This is an optimization exercise on Yosys and OpenROAD, whose aim is small area, not a production implementation. Function was checked by simulation only, so behaviour that the tests miss may differ from the original. No activity file was given, so power comes from the tool's default toggle rates.

## ember
==> flow/design.v (excerpt) <==
module DIMM  
  #(parameter BGWIDTH = 1,
  parameter BAWIDTH = 2,
  parameter ADDRWIDTH = 17,
  parameter COLWIDTH = 10,
  parameter CHWIDTH = 3,
  localparam NBANKS = 2**(BGWIDTH+BAWIDTH)
  )
  (
  input logic act_n,
  input logic [ADDRWIDTH-1:0] A,
  input logic [BGWIDTH-1:0] bg,
  input logic [BAWIDTH-1:0] ba,
  input logic ck2x,
  input logic cke,
  input logic cs_n,
  input logic reset_n,
  output logic stall,
  input logic [NBANKS-1:0] sync,
  output logic rden,
  output logic dqs_en,
  output logic [NBANKS*CHWIDTH-1:0] cRowId,
  output logic [NBANKS*COLWIDTH-1:0] ColId,
  output logic [NBANKS-1:0] rd_o_wr
  );
clock: 8.0 ns
lec_check: 0
cap_margin: 20
core_margin: 2
core_utilization: 75
cts_cluster_diameter: 80
cts_cluster_size: 24
slew_margin: 20
standard.sh (not shown) runs the stock make flow with config.mk's settings and CLKGATE_MAP_FILE= SYNTH_SCRIPT=/design/flow/synth_recipe.tcl, a recipe that flattens the netlist after the stock synthesis.
==> flow/flow/run.sh <==
#!/bin/bash
# The standard layout, with clock tree synthesis told not to add dummy loads
# for level balancing (same clustering as config.mk asks for), and the port
# buffers made from the smallest plain buffer.
set -e
export CTS_ARGS="-sink_clustering_enable -repair_clock_nets -sink_clustering_size 24 -sink_clustering_max_diameter 80 -dont_use_dummy_load"
export BUFFER_PORTS_ARGS="-buffer_cell sky130_fd_sc_hd__buf_1"
bash standard.sh > standard.log 2>&1
#### Input delta (quartz over ember)
Settings: a change of CORE_UTILIZATION from 75 to 40.
-- flow/flow/run.sh --
<<< ember, line 3
# for level balancing (same clustering as config.mk asks for), and the port
# buffers made from the smallest plain buffer.
>>> quartz, line 3
# for level balancing (same clustering as config.mk asks for).
<<< ember, line 7
export BUFFER_PORTS_ARGS="-buffer_cell sky130_fd_sc_hd__buf_1"
>>> quartz, line 6
Findings:
quartz reached the end of the flow, and the finished layout is clean on the timing, DRC and antenna checks. Having completed the whole flow, ember delivered a layout that passed the timing, DRC and antenna checks. Compared with ember, quartz improves register-to-register slack. Sequential fraction of design power down 1.1 points in quartz wrt ember. Between ember and quartz, the final count of negative-setup-slack endpoints figures differ only marginally.
#### Input delta (harbor over quartz)
Settings: a change of CORE_UTILIZATION from 40 to 60.
==> flow/run.sh (new file) <==
#!/bin/bash
# synth_recipe.tcl (not shown) runs the flow's synth.tcl, then flattens the netlist and writes it again
# the make line also repeats each setting of config.mk as NAME=value (left out here)
make -C /OpenROAD-flow-scripts/flow DESIGN_CONFIG=/design/flow/config.mk WORK_HOME=/design/flow/orfs CLKGATE_MAP_FILE= SYNTH_SCRIPT=/design/flow/synth_recipe.tcl finish
removed: flow/flow/run.sh
removed: flow/standard.sh
--- outcome ---
Diff quartz -> harbor: wire length of the first global-routing pass fell by 4.6%; final critical-path setup slack went up 0.26 ns; number of signal-net buffers in the layout went down by 7; area of the die has decreased; cell area has decreased.
When harbor is set beside quartz, its sequential share of layout area turns out to be 0.67 points larger.
Compared to quartz, the router laid down less metal wire for harbor.
Relative to harbor, the following input files were edited for zinc:
Settings: CORE_UTILIZATION changed from 60 to 65.
==> flow/flow/run.sh (new file) <==
#!/bin/bash
# The standard layout, with clock tree synthesis told not to add dummy loads
# for level balancing (same clustering as config.mk asks for).
set -e
export CTS_ARGS="-sink_clustering_enable -repair_clock_nets -sink_clustering_size 24 -sink_clustering_max_diameter 80 -dont_use_dummy_load"
bash standard.sh > standard.log 2>&1
==> flow/standard.sh (new file) <==
#!/bin/bash
# synth_recipe.tcl (not shown) runs the flow's synth.tcl, then flattens the netlist and writes it again
# the make line also repeats each setting of config.mk as NAME=value (left out here)
make -C /OpenROAD-flow-scripts/flow DESIGN_CONFIG=/design/flow/config.mk WORK_HOME=/design/flow/orfs CLKGATE_MAP_FILE= SYNTH_SCRIPT=/design/flow/synth_recipe.tcl "${@:-finish}"
removed: flow/run.sh
==> summary.txt <==
zinc completed end to end with timing, DRC and antenna clean. harbor reached the end of the flow, and the finished layout is clean on the timing, DRC and antenna checks. Lower path depth of the worst reg2reg path among zinc and harbor: harbor. zinc against harbor; via count is up slightly. zinc: number of instances in the placed design lower than harbor.
Input-level comparison between maple and zinc:
Settings: a change of CTS_CLUSTER_SIZE from 24 to 30; a change of CORE_UTILIZATION from 65 to 40.
==> flow/run.sh (new file) <==
#!/bin/bash
# synth_recipe.tcl (not shown) runs the flow's synth.tcl, then flattens the netlist and writes it again
# the make line also repeats each setting of config.mk as NAME=value (left out here)
make -C /OpenROAD-flow-scripts/flow DESIGN_CONFIG=/design/flow/config.mk WORK_HOME=/design/flow/orfs CLKGATE_MAP_FILE= SYNTH_SCRIPT=/design/flow/synth_recipe.tcl finish
removed: flow/flow/run.sh
removed: flow/standard.sh
### Flow results
Total power of the final layout ends up higher on maple.
maple gives less power share of the combinational group than zinc did.
maple: clock group share of total power 5.3 points above zinc
Number of levels the H-tree was split into came out exactly the same in maple and zinc.
The fmax reported for maple is smaller than that of zinc by about 1.8%.
Final setup slack of the worst path: maple worse than zinc
Fraction of met2 tracks used by global routing is higher on zinc

---

== run a ==
DIMM, a different RTL version from the one above (not shown whole).
Size in the first run: ~6900 cells after synthesis, ~150 I/O pins, ~79000 um2 of cells after synthesis.
make LEC_CHECK=0 CAP_MARGIN=20 CORE_MARGIN=2 CORE_UTILIZATION=40 SLEW_MARGIN=20 finish   # period 8.0 ns
run.sh (not shown) runs the stock make flow with config.mk's settings and CLKGATE_MAP_FILE= SYNTH_SCRIPT=/design/flow/synth_recipe.tcl, a recipe that flattens the netlist after the stock synthesis.
Stock flow here: none of the scripts above is used.
Run a went all the way through the flow, and no timing, DRC or antenna check failed.
Here is what was changed in the inputs of run b compared with run a.
Settings: ABC_AREA: unset -> 1.
Run b finished end to end and its layout was clean on timing, DRC and antenna.
Going from run a to run b, xor and xnor area share after synthesis has decreased; number of combinational gates with multiple inputs has increased; sequential share of layout area has decreased; detailed-placement wirelength estimate has increased.

---

Another version of the RTL of DIMM (not shown whole).
For scale: roughly 7900 cells after synthesis, ~150 I/O pins, ~74000 sq um of cells after synthesis.
Settings: LEC_CHECK=0, CAP_MARGIN=20, CORE_MARGIN=2, CORE_UTILIZATION=40, CTS_CLUSTER_DIAMETER=60, CTS_CLUSTER_SIZE=20, SLEW_MARGIN=20; clock period 8.0 ns.
Next try:
--- a/flow/config.mk
+++ b/flow/config.mk
@@ -8,6 +8,5 @@
 export CAP_MARGIN = 20
 export CORE_MARGIN = 2
-export CORE_UTILIZATION = 40
-export CTS_CLUSTER_DIAMETER = 60
-export CTS_CLUSTER_SIZE = 20
+export CORE_UTILIZATION = 60
+export CTS_BUF_LIST = sky130_fd_sc_hd__clkbuf_4 sky130_fd_sc_hd__clkbuf_8
 export SLEW_MARGIN = 20
The changed run ran to the end with no violations.
Routed wire length falls by 3.2%.
Global-route usage rises by 9.8 points.
Die area falls by 33%.
Utilization rises by 22 points.
Next try:
--- a/flow/config.mk
+++ b/flow/config.mk
@@ -8,5 +8,4 @@
 export CAP_MARGIN = 20
 export CORE_MARGIN = 2
-export CORE_UTILIZATION = 60
-export CTS_BUF_LIST = sky130_fd_sc_hd__clkbuf_4 sky130_fd_sc_hd__clkbuf_8
+export CORE_UTILIZATION = 40
 export SLEW_MARGIN = 20
Setup slack gains 0.32 ns; first-iteration DRC count is lower by 20%; via count drops by 1.6%; total power rose by about 1.3%; synthesized area stays the same.

---

## v6
RTL: one of the versions met above, not the one the previous note started from.
Size in the first run: about 1600 flip-flops, roughly 150 I/O pins.
==> flow/config.mk <==
export PLATFORM = sky130hd
export DESIGN_NAME = DIMM
export DESIGN_NICKNAME = DIMM
export VERILOG_FILES = /design/flow/design.v
export SDC_FILE = /design/flow/constraint.sdc
export NUM_CORES = 4
export LEC_CHECK = 0
export CAP_MARGIN = 20
export CORE_MARGIN = 2
export CORE_UTILIZATION = 70
export CTS_CLUSTER_DIAMETER = 80
export CTS_CLUSTER_SIZE = 24
export PLACE_DENSITY = 0.8
export SLEW_MARGIN = 20
==> flow/constraint.sdc <==
create_clock -name core_clock -period 8.0 [get_ports {ck2x}]
set_input_delay 1.6000 -clock core_clock [delete_from_list [all_inputs] [get_ports {ck2x}]]
set_output_delay 1.6000 -clock core_clock [all_outputs]
set_load 0.01 [all_outputs]
standard.sh (not shown) runs the stock make flow with config.mk's settings and CLKGATE_MAP_FILE= SYNTH_SCRIPT=/design/flow/synth_recipe.tcl, a recipe that flattens the netlist after the stock synthesis.
==> flow/flow/run.sh <==
#!/bin/bash
# The standard layout, with clock tree synthesis told not to add dummy loads
# for level balancing (same clustering as config.mk asks for), and the port
# buffers made from the smallest plain buffer.
set -e
export CTS_ARGS="-sink_clustering_enable -repair_clock_nets -sink_clustering_size 24 -sink_clustering_max_diameter 80 -dont_use_dummy_load"
export BUFFER_PORTS_ARGS="-buffer_cell sky130_fd_sc_hd__buf_1"
bash standard.sh > standard.log 2>&1
## Diff of input files: v7 against v6
- swapping 70 for 40 in CORE_UTILIZATION
- clearing PLACE_DENSITY, which used to be 0.8
==> flow/run.sh (new file) <==
#!/bin/bash
# synth_recipe.tcl (not shown) runs the flow's synth.tcl, then flattens the netlist and writes it again
# the make line also repeats each setting of config.mk as NAME=value (left out here)
make -C /OpenROAD-flow-scripts/flow DESIGN_CONFIG=/design/flow/config.mk WORK_HOME=/design/flow/orfs CLKGATE_MAP_FILE= SYNTH_SCRIPT=/design/flow/synth_recipe.tcl finish
removed: flow/flow/run.sh
removed: flow/standard.sh
==> comparison <==
- Delta (v7 minus v6): final cell count without fillers increased about 13%, power density over the cells increased 1.7 mW/mm², met3 wirelength from detailed routing decreased about 35%, sum of internal, switching and leakage power increased 5.3%.
- Against v6, non-clock buffer count in v7 rose by a few percent.
- Relative to v6, fraction of layout instances using a drive strength above 1 has increased by 0.97 points in v7.
- Insertion delay of the later-clocked pin in the worst-skew pair (v7 over v6): increase, 0.05 ns
- Compare v7 and v6 | core utilization lower: v7
- Row first-pass GRT wire length: v7 higher / v6 lower
- The run showing the greater global-route usage is v6.
- Re finished layout cell area: v6 was lower than v7.

---

violet:
DIMM, a different RTL version from the one above (not shown whole).
Size in the first run: roughly 7600 cells after synthesis, about 1600 flip-flops, about 0.070 sq mm of cells after synthesis.
export LEC_CHECK = 0
export CAP_MARGIN = 20
export CORE_MARGIN = 2
export CORE_UTILIZATION = 65
export CTS_CLUSTER_DIAMETER = 70
export CTS_CLUSTER_SIZE = 32
export SLEW_MARGIN = 20
create_clock -name core_clock -period 8.0 [get_ports {ck2x}]
==> flow/flow/run.sh <==
#!/bin/bash
# The standard layout, with clock tree synthesis told not to add dummy loads
# for level balancing (same clustering as config.mk asks for), and the port
# buffers made from the smallest plain buffer.
set -e
export CTS_ARGS="-sink_clustering_enable -repair_clock_nets -sink_clustering_size 32 -sink_clustering_max_diameter 70 -dont_use_dummy_load"
export BUFFER_PORTS_ARGS="-buffer_cell sky130_fd_sc_hd__buf_1"
bash standard.sh > standard.log 2>&1
Input-level comparison between tundra and violet:
==> flow/flow/run.sh <==
#!/bin/bash
# The standard layout, with clock tree synthesis told not to add dummy loads
# for level balancing (same clustering as config.mk asks for), and the port
# buffers made from the smallest plain buffer.
set -e
export CTS_ARGS="-sink_clustering_enable -repair_clock_nets -sink_clustering_size 24 -sink_clustering_max_diameter 80 -dont_use_dummy_load"
export BUFFER_PORTS_ARGS="-buffer_cell sky130_fd_sc_hd__buf_1"
bash standard.sh > standard.log 2>&1
diff --git a/flow/config.mk b/flow/config.mk
--- a/flow/config.mk
+++ b/flow/config.mk
@@ -9,5 +9,5 @@
 export CORE_MARGIN = 2
 export CORE_UTILIZATION = 65
-export CTS_CLUSTER_DIAMETER = 70
-export CTS_CLUSTER_SIZE = 32
+export CTS_CLUSTER_DIAMETER = 80
+export CTS_CLUSTER_SIZE = 24
 export SLEW_MARGIN = 20
violet → tundra: transition time of the tightest slew-check pin now sits lower, total power now sits lower, met1 usage in global routing now sits at about the same level, number of antenna-violating nets in the routed design now sits at about the same level. On non-clock buffer area fraction after layout, tundra and violet are basically level. violet -> tundra: synthesized area delta 0, exact match. Power density over cell area (lower): tundra.

afterwards: timing with drivers on the ports:
No port has a modelled driver above. Below, the same layouts with a new extraction and two added sets of constraints. Step 1 (the two cells are an assumption about what drives the block):
set clk [get_ports {ck2x}]
set_driving_cell -lib_cell sky130_fd_sc_hd__clkbuf_16 $clk
set_driving_cell -lib_cell sky130_fd_sc_hd__buf_2 [delete_from_list [all_inputs] $clk]
Step 2, shift: input delay + t, output delay - t, t = (earliest + latest rising clock arrival at the registers) / 2. This alone moves slack from input paths to output paths. Slacks: no drivers / after step 1 / after step 2; pairs: no drivers / after step 1.
run | t (ns) | setup WS [ns] | latest minus earliest clock arrival (ns)
ember | 0.744 | 2.427 / 2.403 / 2.107 | 0.061 / 0.061
quartz | 0.787 | 1.801 / 1.778 / 1.778 | 0.097 / 0.097
harbor | 0.770 | 2.063 / 2.041 / 2.006 | 0.034 / 0.033
zinc | 0.742 | 1.881 / 1.775 / 1.676 | 0.084 / 0.084
maple | 0.834 | 1.770 / 1.746 / 1.744 | 0.062 / 0.062
run a | 0.913 | 2.324 / 2.107 / 1.529 | 0.034 / 0.034
run b | 0.919 | 1.742 / 1.704 / 1.704 | 0.035 / 0.035
the first run of note 3 | 0.883 | 2.260 / 2.172 / 1.917 | 0.043 / 0.043
the second run of note 3 | 1.027 | 1.947 / 1.852 / 1.852 | 0.079 / 0.079
the third run of note 3 | 0.913 | 2.262 / 2.174 / 1.888 | 0.050 / 0.051
v6 | 0.746 | 2.285 / 2.266 / 1.902 | 0.059 / 0.059
v7 | 0.817 | 1.788 / 1.764 / 1.764 | 0.046 / 0.046
violet | 0.757 | 2.034 / 2.003 / 2.003 | 0.106 / 0.106
tundra | 0.752 | 2.006 / 1.973 / 1.973 | 0.077 / 0.078
After both steps every run listed still meets setup and hold. For run a, which loses most, drivers alone change the setup slack by -0.217 ns; drivers and shift together by -0.795 ns.
